Source: an optimization exercise on an open RTL-to-GDS flow (aim: a short achievable clock period and few clock cycles). Production flows keep margins and buffers that such runs may drop. At most, simulation tests tie the RTL to the original design; equivalence was not proved. No activity file was given, so power comes from the tool's default toggle rates.

==> trial 79 <==
==> flow/design.v (excerpt) <==
module mips8_cpu(clk, rst, prog_len, imem_addr, imem_rdata, dmem_addr, dmem_rdata,
                 wb_en, wb_addr, wb_data, done, result);
Settings: LEC_CHECK=0, ABC_CLOCK_PERIOD_IN_PS=2000, CAP_MARGIN=20, CORE_MARGIN=2, CORE_UTILIZATION=40, PLACE_DENSITY=0.6, SETUP_SLACK_MARGIN=3, SLEW_MARGIN=20; clock period 5.0 ns.
run.sh (not shown) runs the stock make flow with config.mk's settings and CLKGATE_MAP_FILE= SYNTH_SCRIPT=/design/flow/synth_recipe.tcl, a recipe that flattens the netlist after the stock synthesis.
==> inputs of build 68, as changes to trial 79 <==
==> flow/design.v (replaced) <==
module mips8_cpu(clk, rst, prog_len, imem_addr, imem_rdata, dmem_addr, dmem_rdata,
                 wb_en, wb_addr, wb_data, done, result);
   input clk;
   input rst;
   input [7:0] prog_len;
   output [7:0] imem_addr;
   input [31:0] imem_rdata;
   output [7:0] dmem_addr;
   input [7:0] dmem_rdata;
   output wb_en;
   output [4:0] wb_addr;
   output [7:0] wb_data;
   output done;
   output [7:0] result;
   localparam NB = 8;
   integer i;
   reg [7:0] len_r;
   always @(posedge clk) len_r <= prog_len;
   reg [7:0] rf [1:31];
   reg [7:0] A;
   reg       halted;
   reg       jrchk;
   reg [7:0] pcI;
   reg       vI;
   reg       predI;
   reg [2:0] idxI;
   reg       vD;
   reg [4:0] rsD, rtD, destD;
   reg [31:1] rsohD, rtohD;
   reg [7:0] immD, pcD, pc1D, tgtD;
   reg       adduD, sltD, jrD, beqD, bneD, jalD, lwD, addiuD, wenD, useRsD, useRtD;
   reg       pc1_geD;
   reg       predD;
   reg [2:0] idxD;
   reg       vE;
   reg [7:0] opA, opB, pcE, tgtE, next_eqE, next_neE;
   reg       redir_eqE, redir_neE, halt_eqE, halt_neE, tk_eqE, tk_neE;
   reg       sltE, jrE, brE, lwE, wenE;
   reg [4:0] destE;
   reg       predE;
   reg [2:0] idxE;
   reg       mV, mLoad;
   reg [4:0] mDest;
   reg [7:0] mRes;
   reg [7:0] dA;
   reg       wV, wLoad;
   reg [4:0] wDest;
   reg [7:0] wRes;
   reg       oV;
   reg [4:0] oDest;
   reg [7:0] oData;
   reg       done_r;
   reg       bv [0:NB-1];
   reg [7:0] btag [0:NB-1];
   reg [7:0] btgt [0:NB-1];
   reg [2:0] brr;
   reg       uAlloc, uInval;
   reg [7:0] uPc, uTgt;
   reg [2:0] uIdx;
   wire [7:0] sum = opA + opB;
   wire       lt  = $signed(opA) < $signed(opB);
   wire [7:0] resE = sltE ? {7'b0, lt} : sum;
   wire       eq  = (opA == opB);
   wire       redirE = vE & (eq ? redir_eqE : redir_neE);
   wire       haltE  = vE & (eq ? halt_eqE : halt_neE);
   wire       takenE = eq ? tk_eqE : tk_neE;
   wire [7:0] wdata = wLoad ? dmem_rdata : wRes;
   function [7:0] rdrf;
      input [31:1] oh;
      integer k;
      begin
         rdrf = 8'd0;
         for (k = 1; k < 32; k = k + 1)
            rdrf = rdrf | (oh[k] ? rf[k] : 8'd0);
      end
   endfunction
   function [7:0] fwd;
      input [4:0] r;
      input [7:0] rfv;
      reg mE, mM, mW, mO;
      begin
         mE = vE & wenE & (destE == r);
         mM = mV & (mDest == r);
         mW = wV & (wDest == r);
         mO = oV & (oDest == r);
         fwd = (mE ? resE : 8'd0)
             | ((~mE & mM) ? mRes : 8'd0)
             | ((~mE & ~mM & mW) ? wdata : 8'd0)
             | ((~mE & ~mM & ~mW & mO) ? oData : 8'd0)
             | ((~mE & ~mM & ~mW & ~mO) ? rfv : 8'd0);
      end
   endfunction
   wire [7:0] rsv = fwd(rsD, rdrf(rsohD));
   wire [7:0] rtv = fwd(rtD, rdrf(rtohD));
   wire hazE = vE & wenE & lwE & ((useRsD & (destE == rsD)) | (useRtD & (destE == rtD)));
   wire hazM = mV & mLoad & ((useRsD & (mDest == rsD)) | (useRtD & (mDest == rtD)));
   wire stallD = vD & (hazE | hazM);
   wire replayD = stallD & vI;
   wire tgt_geD = (tgtD >= len_r);
   wire tk_eqD = jalD | beqD;
   wire tk_neD = jalD | bneD;
   wire redir_eqD = jrD | (tk_eqD ? (~predD | tgt_geD) : (predD | pc1_geD));
   wire redir_neD = jrD | (tk_neD ? (~predD | tgt_geD) : (predD | pc1_geD));
   wire halt_eqD = ~jrD & (tk_eqD ? tgt_geD : pc1_geD);
   wire halt_neD = ~jrD & (tk_neD ? tgt_geD : pc1_geD);
   wire [31:0] ins = imem_rdata;
   wire [5:0] opI = ins[31:26];
   wire [5:0] fnI = ins[5:0];
   wire rformI = (opI == 6'b000000);
   wire adduI  = rformI & (fnI == 6'b100001);
   wire sltI   = rformI & (fnI == 6'b101010);
   wire jrI    = rformI & (fnI == 6'b001000);
   wire beqI   = (opI == 6'b000100);
   wire bneI   = (opI == 6'b000101);
   wire jalI   = (opI == 6'b000011);
   wire lwI    = (opI == 6'b010111);
   wire addiuI = (opI == 6'b001001);
   wire [4:0] rsI = ins[25:21];
   wire [4:0] rtI = ins[20:16];
   wire [4:0] destI = (adduI | sltI) ? ins[15:11] : (jalI ? 5'd31 : rtI);
   wire wenI = (adduI | sltI | jalI | lwI | addiuI) & (destI != 5'd0);
   wire [7:0] pc1I = pcI + 8'd1;
   wire [7:0] tgtI = jalI ? ins[7:0] : (pcI + ins[7:0]);
   reg [31:1] rsohI, rtohI;
   always @(*) begin
      for (i = 1; i < 32; i = i + 1) begin
         rsohI[i] = (rsI == i);
         rtohI[i] = (rtI == i);
      end
   end
   reg       hitF;
   reg [2:0] idxF;
   reg [7:0] btF;
   always @(*) begin
      hitF = 1'b0;
      idxF = 3'd0;
      btF  = 8'd0;
      for (i = 0; i < NB; i = i + 1) begin
         if (bv[i] && (btag[i] == A)) begin
            hitF = 1'b1;
            idxF = i;
            btF  = btF | btgt[i];
         end
      end
   end
   wire haltF = jrchk & (A >= len_r);
   wire [7:0] Apred = replayD ? pcI : (hitF ? btF : A + 8'd1);
   wire [7:0] Xeq = (vE & redir_eqE) ? (jrE ? opA : next_eqE) : Apred;
   wire [7:0] Xne = (vE & redir_neE) ? (jrE ? opA : next_neE) : Apred;
   wire [7:0] Anext = eq ? Xeq : Xne;
   always @(posedge clk) begin
      A <= Anext;
      pcI <= A;
      predI <= hitF;
      idxI <= idxF;
      if (~stallD) begin
         rsD <= rsI;
         rtD <= rtI;
         destD <= destI;
         rsohD <= rsohI;
         rtohD <= rtohI;
         immD <= ins[7:0];
         pcD <= pcI;
         pc1D <= pc1I;
         tgtD <= tgtI;
         pc1_geD <= (pc1I >= len_r);
         adduD <= adduI;
         sltD <= sltI;
         jrD <= jrI;
         beqD <= beqI;
         bneD <= bneI;
         jalD <= jalI;
         lwD <= lwI;
         addiuD <= addiuI;
         wenD <= wenI;
         useRsD <= adduI | sltI | jrI | beqI | bneI | lwI | addiuI;
         useRtD <= adduI | sltI | beqI | bneI;
         predD <= predI;
         idxD <= idxI;
      end
      opA <= jalD ? pc1D : rsv;
      opB <= (addiuD | lwD) ? immD : (jalD ? 8'd0 : rtv);
      pcE <= pcD;
      tgtE <= tgtD;
      next_eqE <= tk_eqD ? tgtD : pc1D;
      next_neE <= tk_neD ? tgtD : pc1D;
      redir_eqE <= redir_eqD;
      redir_neE <= redir_neD;
      halt_eqE <= halt_eqD;
      halt_neE <= halt_neD;
      tk_eqE <= tk_eqD;
      tk_neE <= tk_neD;
      sltE <= sltD;
      jrE <= jrD;
      brE <= beqD | bneD | jalD;
      lwE <= lwD;
      wenE <= wenD;
      destE <= destD;
      predE <= predD;
      idxE <= idxD;
      mLoad <= lwE;
      mDest <= destE;
      mRes <= resE;
      dA <= sum;
      wLoad <= mLoad;
      wDest <= mDest;
      wRes <= mRes;
      oDest <= wDest;
      oData <= wdata;
      uPc <= pcE;
      uTgt <= tgtE;
      uIdx <= idxE;
      if (uAlloc) begin
         btag[brr] <= uPc;
         btgt[brr] <= uTgt;
      end
      if (rst) begin
         halted <= 1'b0;
         jrchk <= 1'b0;
         vI <= 1'b0;
         vD <= 1'b0;
         vE <= 1'b0;
         mV <= 1'b0;
         wV <= 1'b0;
         oV <= 1'b0;
         done_r <= 1'b0;
         brr <= 3'd0;
         uAlloc <= 1'b0;
         uInval <= 1'b0;
         A <= 8'd0;
         for (i = 0; i < NB; i = i + 1) bv[i] <= 1'b0;
         for (i = 1; i < 32; i = i + 1) rf[i] <= 8'd0;
      end else begin
         halted <= halted | haltE | haltF;
         jrchk <= vE & jrE;
         vI <= ~halted & ~haltE & ~haltF & ~redirE & ~replayD;
         if (redirE) vD <= 1'b0;
         else if (~stallD) vD <= vI;
         vE <= vD & ~stallD & ~redirE;
         mV <= vE & wenE;
         wV <= mV;
         oV <= wV;
         if (oV) rf[oDest] <= oData;
         done_r <= (halted | haltE | haltF) & ~(vE & wenE) & ~mV & ~wV;
         uAlloc <= vE & brE & takenE & ~predE;
         uInval <= vE & brE & ~takenE & predE;
         if (uAlloc) begin
            bv[brr] <= 1'b1;
            brr <= brr + 3'd1;
         end else if (uInval) begin
            bv[uIdx] <= 1'b0;
         end
      end
   end
   assign imem_addr = A;
   assign dmem_addr = dA;
   assign wb_en = oV;
   assign wb_addr = oDest;
   assign wb_data = oData;
   assign done = done_r;
   assign result = rf[2];
endmodule
ABC_CLOCK_PERIOD_IN_PS = 1500   (was 2000)
CORE_UTILIZATION = 30   (was 40)
PLACE_DENSITY = 0.5   (was 0.6)
SETUP_SLACK_MARGIN = 3.5   (was 3)
==> inputs of trial 8, as changes to trial 79 <==
--- a/flow/design.v
+++ b/flow/design.v
@@ -50,14 +50,15 @@
    reg       wV, wLoad;
    reg [4:0] wDest;
    reg [7:0] wRes;
    reg       oV;
    reg [4:0] oDest;
    reg [7:0] oData;
    reg       done_r;
+   reg [7:0] res_r;    
    reg       bv [0:NB-1];
    reg [7:0] btag [0:NB-1];
    reg [7:0] btgt [0:NB-1];
    reg [2:0] brr;
    reg       uAlloc, uInval;
    reg [7:0] uPc, uTgt;
    reg [NB-1:0] uIdx;
@@ -65,14 +66,16 @@
    wire       lt  = $signed(opA) < $signed(opB);
    wire [7:0] resE = sltE ? {7'b0, lt} : sum;
    wire       eq  = (opA == opB);
    wire       redirE = vE & (eq ? redir_eqE : redir_neE);
    wire       haltE  = vE & (eq ? halt_eqE : halt_neE);
    wire       takenE = eq ? tk_eqE : tk_neE;
    wire [7:0] wdata = wLoad ? dmem_rdata : wRes;
+   wire skipM = mV & ~mLoad & ~wV;
+   wire skipE = vE & wenE & ~lwE & ~mV & ~wV;
    function [7:0] rdrf;
       input [31:1] oh;
       integer k;
       begin
          rdrf = 8'd0;
          for (k = 1; k < 32; k = k + 1)
             rdrf = rdrf | (oh[k] ? rf[k] : 8'd0);
@@ -107,22 +110,30 @@
    wire [4:0] rtI = ins[20:16];
    wire [4:0] destI = (adduI | sltI) ? ins[15:11] : (jalI ? 5'd31 : rtI);
    wire wenI = (adduI | sltI | jalI | lwI | addiuI) & (destI != 5'd0);
    wire [7:0] pc1I = pcI + 8'd1;
    wire [7:0] tgtI = jalI ? ins[7:0] : (pcI + ins[7:0]);
    wire useRsI = adduI | sltI | jrI | beqI | bneI | lwI | addiuI;
    wire useRtI = adduI | sltI | beqI | bneI;
-   wire fEs = vD & wenD & (destD == rsI);
-   wire fMs = vE & wenE & (destE == rsI);
-   wire fWs = mV & (mDest == rsI);
-   wire fOs = wV & (wDest == rsI);
-   wire fEt = vD & wenD & (destD == rtI);
-   wire fMt = vE & wenE & (destE == rtI);
-   wire fWt = mV & (mDest == rtI);
-   wire fOt = wV & (wDest == rtI);
+   wire mDs = vD & wenD & (destD == rsI);
+   wire mEs = vE & wenE & (destE == rsI);
+   wire mMs = mV & (mDest == rsI);
+   wire mWs = wV & (wDest == rsI);
+   wire mDt = vD & wenD & (destD == rtI);
+   wire mEt = vE & wenE & (destE == rtI);
+   wire mMt = mV & (mDest == rtI);
+   wire mWt = wV & (wDest == rtI);
+   wire fEs = mDs;
+   wire fMs = ~mDs & mEs & ~skipE;
+   wire fWs = ~mDs & ~mEs & mMs & ~skipM;
+   wire fOs = ~mDs & ((mEs & skipE) | (~mEs & mMs & skipM) | (~mEs & ~mMs & mWs));
+   wire fEt = mDt;
+   wire fMt = ~mDt & mEt & ~skipE;
+   wire fWt = ~mDt & ~mEt & mMt & ~skipM;
+   wire fOt = ~mDt & ((mEt & skipE) | (~mEt & mMt & skipM) | (~mEt & ~mMt & mWt));
    wire hzEI = vD & wenD & lwD & ((useRsI & (destD == rsI)) | (useRtI & (destD == rtI)));
    wire hzMI = vE & wenE & lwE & ((useRsI & (destE == rsI)) | (useRtI & (destE == rtI)));
    reg [31:1] rsohI, rtohI;
    always @(*) begin
       for (ia = 1; ia < 32; ia = ia + 1) begin
          rsohI[ia] = (rsI == ia);
          rtohI[ia] = (rtI == ia);
@@ -139,15 +150,15 @@
       end
    end
    reg       hitS, seqS;
    reg [NB-1:0] idxF;
    reg [7:0] btF;
    wire      hitF = hitS & seqS;
    wire haltF = jrchk;    
-   localparam SP = 0;
+   localparam SP = 1;
    wire spI = (SP != 0) & vI & ~predI & ~stallD & (jalI | ((beqI | bneI) & ins[7]));
    wire [7:0] Apred = replayD ? pcI : (spI ? tgtI : (hitF ? btF : Aseq));
    wire [7:0] Xeq = (vE & redir_eqE) ? (jrE ? opA : next_eqE) : Apred;
    wire [7:0] Xne = (vE & redir_neE) ? (jrE ? opA : next_neE) : Apred;
    wire [7:0] Anext = eq ? Xeq : Xne;
    always @(posedge clk) begin
       A <= Anext;
@@ -179,28 +190,30 @@
          wenD <= wenI;
          predD <= predI | spI;
          btbD <= predI;
          idxD <= idxI;
          useRsD <= useRsI;
          useRtD <= useRtI;
          sEs <= fEs;
-         sMs <= ~fEs & fMs;
-         sWs <= ~fEs & ~fMs & fWs;
-         sOs <= ~fEs & ~fMs & ~fWs & fOs;
+         sMs <= fMs;
+         sWs <= fWs;
+         sOs <= fOs;
          sRs <= ~fEs & ~fMs & ~fWs & ~fOs;
          sEt <= fEt;
-         sMt <= ~fEt & fMt;
-         sWt <= ~fEt & ~fMt & fWt;
-         sOt <= ~fEt & ~fMt & ~fWt & fOt;
+         sMt <= fMt;
+         sWt <= fWt;
+         sOt <= fOt;
          sRt <= ~fEt & ~fMt & ~fWt & ~fOt;
          hzE <= hzEI;
          hzM <= hzMI;
       end else begin
-         sEs <= 1'b0; sMs <= sEs; sWs <= sMs; sOs <= sWs; sRs <= sRs | sOs;
-         sEt <= 1'b0; sMt <= sEt; sWt <= sMt; sOt <= sWt; sRt <= sRt | sOt;
+         sEs <= 1'b0; sMs <= sEs & ~skipE; sWs <= sMs & ~skipM;
+         sOs <= (sEs & skipE) | (sMs & skipM) | sWs; sRs <= sRs | sOs;
+         sEt <= 1'b0; sMt <= sEt & ~skipE; sWt <= sMt & ~skipM;
+         sOt <= (sEt & skipE) | (sMt & skipM) | sWt; sRt <= sRt | sOt;
          hzE <= 1'b0;
          hzM <= hzE;
       end
       opA <= jalD ? pc1D : rsv;
       opB <= (addiuD | lwD) ? immD : (jalD ? 8'd0 : rtv);
       pcE <= pcD;
       tgtE <= tgtD;
@@ -224,16 +237,16 @@
       mLoad <= lwE;
       mDest <= destE;
       mRes <= resE;
       dA <= sum;
       wLoad <= mLoad;
       wDest <= mDest;
       wRes <= mRes;
-      oDest <= wDest;
-      oData <= wdata;
+      oDest <= wV ? wDest : (mV ? mDest : destE);
+      oData <= wV ? wdata : (mV ? mRes : resE);
       uPc <= pcE;
       uTgt <= tgtE;
       uIdx <= idxE;
       if (uAlloc) begin
          btag[brr] <= uPc - 8'd1;
          btgt[brr] <= uTgt;
       end
@@ -250,26 +263,28 @@
          brr <= 3'd0;
          uAlloc <= 1'b0;
          uInval <= 1'b0;
          A <= 8'd0;
          seqS <= 1'b0;
          for (i = 0; i < NB; i = i + 1) bv[i] <= 1'b0;
          for (i = 1; i < 32; i = i + 1) rf[i] <= 8'd0;
+         res_r <= 8'd0;
       end else begin
          halted <= halted | haltE | haltF;
          seqS <= ~redirE & ~replayD & ~spI & ~hitF;
          jrchk <= vE & jrE & (opA >= len_r);
          vI <= ~halted & ~haltE & ~haltF & ~redirE & ~replayD & ~spI;
          if (redirE) vD <= 1'b0;
          else if (~stallD) vD <= vI;
          vE <= vD & ~stallD & ~redirE;
-         mV <= vE & wenE;
-         wV <= mV;
-         oV <= wV;
+         mV <= vE & wenE & ~skipE;
+         wV <= mV & ~skipM;
+         oV <= wV | skipM | skipE;
          if (oV) rf[oDest] <= oData;
+         res_r <= (oV & (oDest == 5'd2)) ? oData : rf[2];
          done_r <= (halted | haltE | haltF) & ~(vE & wenE) & ~mV & ~wV;
          uAlloc <= vE & brE & takenE & ~btbE;
          uInval <= vE & brE & ~takenE & btbE;
          if (uAlloc) begin
             bv[brr] <= 1'b1;
             brr <= brr + 3'd1;
          end else if (uInval) begin
@@ -280,9 +295,9 @@
    end
    assign imem_addr = A;
    assign dmem_addr = dA;
    assign wb_en = oV;
    assign wb_addr = oDest;
    assign wb_data = oData;
    assign done = done_r;
-   assign result = rf[2];
+   assign result = res_r;
 endmodule
ABC_CLOCK_PERIOD_IN_PS = 10   (was 2000)
==> comparison <==
Cell count, highest first: build 68, trial 8, trial 79.
Against trial 8, the setup slack of trial 79 is better by 0.27 ns.
The highest critical path depth belongs to trial 8, the lowest to trial 79.
Trial 8 finished with timing, DRC and antenna clean. Build 68 completed with no timing, DRC or antenna violations. Trial 79 finished clean.
Core utilization, highest first: trial 8, trial 79, build 68.
Of trial 8 and trial 79, trial 79 has the higher register-to-register slack (gap 0.07 ns).
The highest count of clock-buffer cells in the layout belongs to trial 79, the lowest to trial 8.
Non-clock buffer count: build 68 is higher than trial 8 (150).
Clock skew, highest first: trial 8, trial 79, build 68.
==> figures <==
	build 68	trial 79	trial 8
Result of the run	complete, no violations	complete, no violations	complete, no violations
WP depth	6	2	8
Clock power frac	0.387	0.402	0.387
Reg2Reg Capture Point	opA[5]	opB[1]	opA[5]
P_leak	16.2 nW	14.7 nW	15.5 nW
Non-clock buffer count in the final layout	563	380	413
Comb_multi_in	1495	1497	1558
Number of detailed-routing iterations run before antenna repair	8	6	7
Proportion of cell area occupied by multi-input gates	0.318	0.301	0.311
Required time of the critical path	5.56 ns	4.00 ns	5.53 ns
Final Skew	0.0284 ns	0.0398 ns	0.0591 ns
Vias in the first global route	22600	21800	23300
Nature of the critical path startpoint	flip-flop	flip-flop	primary input
Fraction of final layout cells sized beyond drive strength 1	0.447	0.292	0.319
End-of-flow core utilization	0.434	0.524	0.528
Adder-Cell Fraction of Synth Area	0.0218	0.0220	0.0215
GR Util met2	0.398	0.455	0.482
Testbench counts of build 68, summed over its fixed seeds: cycles 29,391.
Function not checked in trial 79 and trial 8: the RTL went through the layout flow alone.

==> re-timing with driven ports <==
No port has a modelled driver above. Below, the same layouts with a new extraction and two added sets of constraints.
Step 1, drivers: a clkbuf_16 drives clk and a buf_2 each remaining input, both assumed.
Step 2 moves the port delays by t, midway between the first and last clock arrival at a register: inputs arrive t later, outputs are due t later. That takes back most of the time a late clock gives input paths.
Slacks: ideal / step 1 / step 2; pairs: ideal / step 1.
run	t, ns	slack for setup (ns)	worst setup path at the end	worst data-port slew with drivers (ns)
trial 79	0.705	2.630 / 2.559 / 2.252	input to register	0.08
build 68	0.738	2.421 / 2.421 / 2.101	input to register	0.07
trial 8	0.700	2.364 / 2.399 / 1.699	input to register	0.11
After both steps setup and hold are still met in every run listed. The setup slack of trial 8, which loses most, moves by +0.035 ns with the drivers and by -0.665 ns with both steps.
